This design comes from an exercise in tuning for small area on the open sky130 flow, not from production work. RTL that was checked went through simulation tests only; none was proved equivalent to the original. Power and IR drop assume default switching activity.

==> yarrow: inputs <==
Design i2c_ahb_bridge, start of the top module:
module i2c_ahb_bridge (
    input  wire        clk_i,
    input  wire        rst_ni,
    input  wire        scl_i,
    input  wire        sda_i,
    output wire        sda_oe_o,
    output wire        sda_o,
    output wire        rw_flag_o,
    output wire        wr_vld_o,
    output wire [ 7:0] wr_data_o,
    output wire        rd_vld_o,
    output wire [ 7:0] rd_data_o,
    input  wire [31:0] HRDATA,
    input  wire        HREADYOUT,
    input  wire        HRESP,
    output wire [31:0] HWDATA,
    output wire [31:0] HADDR,
    output wire [25:0] HADDR_26b,
    output wire [ 2:0] HBURST,
    output wire [ 2:0] HSIZE,
    output wire        HWRITE,
    output wire [ 1:0] HTRANS,
    output wire        HMASTLOCK,
    output wire [ 3:0] HPROT,
    output wire        HREADY,
    output wire        HSEL
);
clock: 10.0 ns
lec_check: 0
cap_margin: 20
core_margin: 2
core_utilization: 40
slew_margin: 20
standard.sh (not shown) runs the stock make flow with config.mk's settings and CLKGATE_MAP_FILE= SYNTH_SCRIPT=/design/flow/synth_recipe.tcl, a recipe that flattens the netlist after the stock synthesis.
==> flow/flow/run.sh <==
#!/bin/bash
# The standard layout (standard.sh) with these changes:
#  - synthesis is ORFS's (synth_recipe.tcl, same coarse synthesis, flip-flop
#    mapping, flattening and renaming, so the same registers), but its ABC step
#    uses the area-oriented script flow/abc_area.script and full adders are not
#    extracted (ADDER_MAP_FILE empty): only the combinational gates change;
#  - ports are buffered with sky130_fd_sc_hd__buf_1, the smallest buffer;
#  - clock tree synthesis clusters up to 16 flip-flops within 60 um under one
#    sky130_fd_sc_hd__clkbuf_8 and inserts no dummy loads.
# ORFS writes each step's log under orfs/logs/; make's output goes to
# synth.log and flow.log.
set -euo pipefail
here=$(pwd)
rm -rf "$here/synth_scripts"
cp -r "$FLOW_HOME/scripts" "$here/synth_scripts"
cp "$here/flow/abc_area.script" "$here/synth_scripts/abc_area.script"
bash standard.sh synth ABC_AREA=1 ADDER_MAP_FILE= SCRIPTS_DIR="$here/synth_scripts" > synth.log 2>&1
export BUFFER_PORTS_ARGS="-buffer_cell sky130_fd_sc_hd__buf_1"
export CTS_ARGS="-sink_clustering_enable -sink_clustering_size 16 -sink_clustering_max_diameter 60 -repair_clock_nets -dont_use_dummy_load -buf_list sky130_fd_sc_hd__clkbuf_8"
bash standard.sh > flow.log 2>&1
==> flow/flow/abc_area.script <==
strash
&get -n
&fraig -x
&put
scorr
dc2
strash
dch -f
map -a
topo
dnsize -c
==> sierra: changes against yarrow <==
--- a/flow/design.v
+++ b/flow/design.v
@@ -8,18 +8,19 @@
     output reg         sda_oe_o,
     output reg         sda_o,
     output reg         rw_flag_o,
     output wire        wr_vld_o,
     output reg  [ 7:0] wr_data_o,
     output reg         rd_vld_o,
     output reg  [ 7:0] rd_data_o,
-    output reg  [31:0] ahb_waddr_o,
+    output reg  [31:0] ahb_waddr_o,   
     output wire [31:0] ahb_raddr_o,
     output reg         r_valid_o,
-    output reg  [31:0] ahb_wdata_o,
+    output reg  [31:0] ahb_wdata_o,   
+    output reg         w_loaded_o,    
     input  wire [31:0] ahb_rdata_i
 );
     localparam [7:0] WR_CTRL_WORD = {DEVICE_ADDR, 1'b0};
     localparam [7:0] RD_CTRL_WORD = {DEVICE_ADDR, 1'b1};
     localparam [2:0] IDLE    = 3'b000,
                      START   = 3'b001,
                      STOP    = 3'b010,
@@ -193,26 +194,28 @@
         end
     end
     assign ahb_raddr_o = {mem[8], mem[9], mem[10], mem[11]};
     wire req_w = prev_7 & (RW_Addr == 4'h8);
     wire req_r = prev_b & addr_c;
     wire track = ~req_w & ~(addr_c & (rdata_diff | prev_b));
     always @(posedge clk_i) if (track) ahb_rdata_i_prev <= ahb_rdata_i;
+    always @(posedge clk_i) begin
+        if (req_w) begin
+            ahb_waddr_o <= {mem[0], mem[1], mem[2], mem[3]};
+            ahb_wdata_o <= {mem[4], mem[5], mem[6], mem[7]};
+        end
+    end
     always @(posedge clk_i or negedge rst_ni) begin
         if (!rst_ni) begin
-            ahb_waddr_o      <= 32'h0;
             r_valid_o        <= 1'b0;
-            ahb_wdata_o      <= 32'h0;
+            w_loaded_o       <= 1'b0;
             prev_7           <= 1'b0;
             prev_b           <= 1'b0;
         end else begin
-            if (req_w) begin
-                ahb_waddr_o <= {mem[0], mem[1], mem[2], mem[3]};
-                ahb_wdata_o <= {mem[4], mem[5], mem[6], mem[7]};
-            end
+            if (req_w) w_loaded_o <= 1'b1;
             if (req_r && !rdata_diff) r_valid_o <= 1'b1;
             if (track) begin
                 prev_7    <= RW_Addr == 4'h7;
                 prev_b    <= RW_Addr == 4'hb;
                 r_valid_o <= 1'b0;
             end
         end
@@ -235,23 +238,24 @@
     output wire [ 3:0] HPROT,
     output wire        HREADY,
     output wire        HSEL,
     input  wire [31:0] ahb_waddr_i,
     input  wire [31:0] ahb_raddr_i,
     input  wire        r_valid_i,
     input  wire [31:0] ahb_wdata_i,
+    input  wire        w_loaded_i,   
     output wire [31:0] ahb_rdata_o
 );
     reg [31:0] haddr;    
     reg [31:0] hwdata;   
     reg [31:0] r_data;
     reg        a_ph;     
     reg        d_ph;     
     reg        rd;       
-    wire [31:0] addr = r_valid_i ? ahb_raddr_i : ahb_waddr_i;
+    wire [31:0] addr = r_valid_i ? ahb_raddr_i : (w_loaded_i ? ahb_waddr_i : 32'h0);
     genvar i;
     generate
         for (i = 0; i < 32; i = i + 1) begin : g_rev
             assign HADDR[i]  = haddr[i];
             assign HWDATA[i] = hwdata[i];
             assign ahb_rdata_o[i] = r_data[i];
         end
@@ -277,15 +281,15 @@
             rd     <= 1'b0;
         end else begin
             a_ph <= idle & HREADYOUT;
             d_ph <= a_ph | (d_ph & rd & ~HREADYOUT);
             rd   <= rd ? (a_ph | ~HREADYOUT) : (idle & HREADYOUT & r_valid_i);
             if (a_ph)
                 for (k = 0; k < 32; k = k + 1) haddr[k] <= addr[31-k];
-            if (d_ph & ~rd)
+            if (d_ph & ~rd & w_loaded_i)
                 for (k = 0; k < 32; k = k + 1) hwdata[k] <= ahb_wdata_i[31-k];
             if (d_ph & rd & HREADYOUT)
                 for (k = 0; k < 32; k = k + 1) r_data[k] <= HRDATA[31-k];
         end
     end
 endmodule
 module i2c_ahb_bridge (
@@ -314,14 +318,15 @@
     output wire [ 3:0] HPROT,
     output wire        HREADY,
     output wire        HSEL
 );
     wire [31:0] ahb_waddr;
     wire [31:0] ahb_raddr;
     wire r_valid;
+    wire w_loaded;
     wire [31:0] ahb_wdata;
     wire [31:0] ahb_rdata;
     soft_i2c_slave_ahb #(
         .DEVICE_ADDR(7'h66)
     ) u_soft_i2c_slave_ahb (
         .clk_i      (clk_i),
         .rst_ni     (rst_ni),
@@ -334,14 +339,15 @@
         .wr_data_o  (wr_data_o),
         .rd_vld_o   (rd_vld_o),
         .rd_data_o  (rd_data_o),
         .ahb_waddr_o(ahb_waddr),
         .ahb_raddr_o(ahb_raddr),
         .r_valid_o  (r_valid),
         .ahb_wdata_o(ahb_wdata),
+        .w_loaded_o (w_loaded),
         .ahb_rdata_i(ahb_rdata)
     );
     AHB_master_wrapper u_AHB_master_wrapper (
         .HCLK       (clk_i),
         .HRESETN    (rst_ni),
         .HRDATA     (HRDATA),
         .HREADYOUT  (HREADYOUT),
@@ -357,10 +363,11 @@
         .HPROT      (HPROT),
         .HREADY     (HREADY),
         .HSEL       (HSEL),
         .ahb_waddr_i(ahb_waddr),
         .ahb_raddr_i(ahb_raddr),
         .r_valid_i  (r_valid),
         .ahb_wdata_i(ahb_wdata),
+        .w_loaded_i (w_loaded),
         .ahb_rdata_o(ahb_rdata)
     );
 endmodule
==> flow/flow/abc_area.script (replaced) <==
strash
&get -n
&fraig -x
&put
scorr
dc2
strash
&get -n
&dch -f
&nf
&put
- CORE_UTILIZATION: 40 -> 70
==> pepper: changes against yarrow <==
--- a/flow/design.v
+++ b/flow/design.v
@@ -8,18 +8,19 @@
     output reg         sda_oe_o,
     output reg         sda_o,
     output reg         rw_flag_o,
     output wire        wr_vld_o,
     output reg  [ 7:0] wr_data_o,
     output reg         rd_vld_o,
     output reg  [ 7:0] rd_data_o,
-    output reg  [31:0] ahb_waddr_o,
+    output reg  [31:0] ahb_waddr_o,   
     output wire [31:0] ahb_raddr_o,
     output reg         r_valid_o,
-    output reg  [31:0] ahb_wdata_o,
+    output reg  [31:0] ahb_wdata_o,   
+    output reg         w_loaded_o,    
     input  wire [31:0] ahb_rdata_i
 );
     localparam [7:0] WR_CTRL_WORD = {DEVICE_ADDR, 1'b0};
     localparam [7:0] RD_CTRL_WORD = {DEVICE_ADDR, 1'b1};
     localparam [2:0] IDLE    = 3'b000,
                      START   = 3'b001,
                      STOP    = 3'b010,
@@ -193,26 +194,28 @@
         end
     end
     assign ahb_raddr_o = {mem[8], mem[9], mem[10], mem[11]};
     wire req_w = prev_7 & (RW_Addr == 4'h8);
     wire req_r = prev_b & addr_c;
     wire track = ~req_w & ~(addr_c & (rdata_diff | prev_b));
     always @(posedge clk_i) if (track) ahb_rdata_i_prev <= ahb_rdata_i;
+    always @(posedge clk_i) begin
+        if (req_w) begin
+            ahb_waddr_o <= {mem[0], mem[1], mem[2], mem[3]};
+            ahb_wdata_o <= {mem[4], mem[5], mem[6], mem[7]};
+        end
+    end
     always @(posedge clk_i or negedge rst_ni) begin
         if (!rst_ni) begin
-            ahb_waddr_o      <= 32'h0;
             r_valid_o        <= 1'b0;
-            ahb_wdata_o      <= 32'h0;
+            w_loaded_o       <= 1'b0;
             prev_7           <= 1'b0;
             prev_b           <= 1'b0;
         end else begin
-            if (req_w) begin
-                ahb_waddr_o <= {mem[0], mem[1], mem[2], mem[3]};
-                ahb_wdata_o <= {mem[4], mem[5], mem[6], mem[7]};
-            end
+            if (req_w) w_loaded_o <= 1'b1;
             if (req_r && !rdata_diff) r_valid_o <= 1'b1;
             if (track) begin
                 prev_7    <= RW_Addr == 4'h7;
                 prev_b    <= RW_Addr == 4'hb;
                 r_valid_o <= 1'b0;
             end
         end
@@ -235,23 +238,24 @@
     output wire [ 3:0] HPROT,
     output wire        HREADY,
     output wire        HSEL,
     input  wire [31:0] ahb_waddr_i,
     input  wire [31:0] ahb_raddr_i,
     input  wire        r_valid_i,
     input  wire [31:0] ahb_wdata_i,
+    input  wire        w_loaded_i,   
     output wire [31:0] ahb_rdata_o
 );
     reg [31:0] haddr;    
     reg [31:0] hwdata;   
     reg [31:0] r_data;
     reg        a_ph;     
     reg        d_ph;     
     reg        rd;       
-    wire [31:0] addr = r_valid_i ? ahb_raddr_i : ahb_waddr_i;
+    wire [31:0] addr = r_valid_i ? ahb_raddr_i : (w_loaded_i ? ahb_waddr_i : 32'h0);
     genvar i;
     generate
         for (i = 0; i < 32; i = i + 1) begin : g_rev
             assign HADDR[i]  = haddr[i];
             assign HWDATA[i] = hwdata[i];
             assign ahb_rdata_o[i] = r_data[i];
         end
@@ -277,15 +281,15 @@
             rd     <= 1'b0;
         end else begin
             a_ph <= idle & HREADYOUT;
             d_ph <= a_ph | (d_ph & rd & ~HREADYOUT);
             rd   <= rd ? (a_ph | ~HREADYOUT) : (idle & HREADYOUT & r_valid_i);
             if (a_ph)
                 for (k = 0; k < 32; k = k + 1) haddr[k] <= addr[31-k];
-            if (d_ph & ~rd)
+            if (d_ph & ~rd & w_loaded_i)
                 for (k = 0; k < 32; k = k + 1) hwdata[k] <= ahb_wdata_i[31-k];
             if (d_ph & rd & HREADYOUT)
                 for (k = 0; k < 32; k = k + 1) r_data[k] <= HRDATA[31-k];
         end
     end
 endmodule
 module i2c_ahb_bridge (
@@ -314,14 +318,15 @@
     output wire [ 3:0] HPROT,
     output wire        HREADY,
     output wire        HSEL
 );
     wire [31:0] ahb_waddr;
     wire [31:0] ahb_raddr;
     wire r_valid;
+    wire w_loaded;
     wire [31:0] ahb_wdata;
     wire [31:0] ahb_rdata;
     soft_i2c_slave_ahb #(
         .DEVICE_ADDR(7'h66)
     ) u_soft_i2c_slave_ahb (
         .clk_i      (clk_i),
         .rst_ni     (rst_ni),
@@ -334,14 +339,15 @@
         .wr_data_o  (wr_data_o),
         .rd_vld_o   (rd_vld_o),
         .rd_data_o  (rd_data_o),
         .ahb_waddr_o(ahb_waddr),
         .ahb_raddr_o(ahb_raddr),
         .r_valid_o  (r_valid),
         .ahb_wdata_o(ahb_wdata),
+        .w_loaded_o (w_loaded),
         .ahb_rdata_i(ahb_rdata)
     );
     AHB_master_wrapper u_AHB_master_wrapper (
         .HCLK       (clk_i),
         .HRESETN    (rst_ni),
         .HRDATA     (HRDATA),
         .HREADYOUT  (HREADYOUT),
@@ -357,10 +363,11 @@
         .HPROT      (HPROT),
         .HREADY     (HREADY),
         .HSEL       (HSEL),
         .ahb_waddr_i(ahb_waddr),
         .ahb_raddr_i(ahb_raddr),
         .r_valid_i  (r_valid),
         .ahb_wdata_i(ahb_wdata),
+        .w_loaded_i (w_loaded),
         .ahb_rdata_o(ahb_rdata)
     );
 endmodule
--- a/flow/flow/run.sh
+++ b/flow/flow/run.sh
@@ -12,9 +12,9 @@
 set -euo pipefail
 here=$(pwd)
 rm -rf "$here/synth_scripts"
 cp -r "$FLOW_HOME/scripts" "$here/synth_scripts"
 cp "$here/flow/abc_area.script" "$here/synth_scripts/abc_area.script"
 bash standard.sh synth ABC_AREA=1 ADDER_MAP_FILE= SCRIPTS_DIR="$here/synth_scripts" > synth.log 2>&1
 export BUFFER_PORTS_ARGS="-buffer_cell sky130_fd_sc_hd__buf_1"
-export CTS_ARGS="-sink_clustering_enable -sink_clustering_size 16 -sink_clustering_max_diameter 60 -repair_clock_nets -dont_use_dummy_load -buf_list sky130_fd_sc_hd__clkbuf_8"
+export CTS_ARGS="-sink_clustering_enable -sink_clustering_size 18 -sink_clustering_max_diameter 60 -repair_clock_nets -dont_use_dummy_load -buf_list sky130_fd_sc_hd__clkbuf_8"
 bash standard.sh > flow.log 2>&1
==> flow/flow/abc_area.script (replaced) <==
strash
&get -n
&fraig -x
&put
scorr
dc2
strash
dc2
strash
&get -n
&dch -f
&nf -R 1000 -p -C 32 -F 8 -A 4
&put
==> results.py <==
metrics = {
    "status": {
        "status": "complete, no violations",
    },
    "logic_synthesis": {
        "yosys.area_share.simple_pct": 9.50,
        "synthMuxAreaShare_pct": 6.19,
        "synthTopCellsByCount": "edfxtp_1 (232), dfrtp_1 (132), nand2_1 (104), nor2_1 (98), mux2_1 (82)",
    },
    "setup_path": {
        "cp-endpoint": "u_soft_i2c_slave_ahb.cnt_sclk[10]$_SDFFE_PP0P_",
        "path_cells": "buf_1 > a21o_1 > and3_1 > and3_1 > nor2b_1 > and3_1 > and2_0 > and3_1 > nor3_1",
        "path_depth": 9,
        "reg2reg_depth": 4,
    },
    "clock_network": {
        "cts_buffers": 30,
    },
    "cells_and_area": {
        "final_cell_mix": "edfxtp_1 (232), buf_1 (147), dfrtp_1 (131)",
        "final_cells": 1766,
        "final_util_pct": 44.9,
        "regArea_um2": 10900,
    },
    "sta": {
        "relSlewSlack_pct": 16.5,
    },
    "grt": {
        "grt_first_pass_wirelength_mm": 57.9,
    },
}
-- figures above: pepper

==> results.py <==
metrics = {
    "setup_path": {
        "path_cells": "nor2_1 > nand3_1 > nor2_1 > clkinv_1 > nor3_1 > clkinv_1 > nor2_1 > clkinv_1 > nor3_1",
        "reg2reg_depth": 9,
        "path_depth": 9,
        "cp-endpoint": "u_soft_i2c_slave_ahb.mem[10][1]$_DFFE_PP_",
    },
    "logic_synthesis": {
        "yosys.area_share.simple_pct": 10.0,
    },
    "cells_and_area": {
        "final_util_pct": 44.6,
        "final_cells": 2036,
        "final_cell_mix": "dfrtp_1 (195), nand2_1 (176), edfxtp_1 (168)",
        "regArea_um2": 10500,
    },
    "clock_network": {
        "cts_buffers": 30,
    },
    "status": {
        "status": "complete, no violations",
    },
}
-- figures above: yarrow

==> results.py <==
metrics = {
    "status": {
        "status": "complete, no violations",
    },
    "logic_synthesis": {
        "yosys.area_share.simple_pct": 9.61,
        "synthMuxAreaShare_pct": 7.23,
        "synth_area_per_cell_um2": 14.4,
    },
    "setup_path": {
        "path_cells": "buf_1 > and4b_1 > and3_1 > and3_1 > and2_0 > and3_1 > and3_1 > nor3_1",
        "reg2reg_depth": 6,
        "r2r_slack_ns": 6.76,
        "cp-endpoint": "u_soft_i2c_slave_ahb.cnt_dlow[10]$_SDFFE_PP0P_",
    },
    "cells_and_area": {
        "buffers_excl_clock": 177,
    },
    "sta": {
        "relSlewSlack_pct": 30.9,
    },
    "pwr": {
        "power_switching_w": 0.000859,
    },
    "grt": {
        "grt_first_pass_wirelength_mm": 53.8,
    },
}
-- figures above: sierra

No functional check of the RTL was part of yarrow.

## static timing again, ports no longer ideal
The results above use ideal ports. As a check the final layouts listed here were re-extracted and re-timed, cells and wires unchanged. Step 1 assumes that a clkbuf_16 drives the clock port and a buf_2 every other input. Step 2 times the ports against the registers' clock, not the clock port: input delays grow and output delays shrink by t, the midpoint of the rising clock arrivals with the driver on. Three values: no drivers, after step 1, after step 2; two values: the first two.
run	shift t [ns]	setup WS [ns]	worst register clock-pin slew, ns	cell pins on the clock port's net
yarrow	0.665	5.094 / 5.094 / 5.094	0.11 / 0.11	1
sierra	0.615	6.472 / 6.482 / 5.867	0.10 / 0.10	1
pepper	0.668	6.329 / 6.334 / 5.666	0.12 / 0.12	1
After both steps setup and hold are still met in every run listed. For pepper, which loses most, drivers alone change the setup slack by +0.005 ns; drivers and shift together by -0.663 ns.
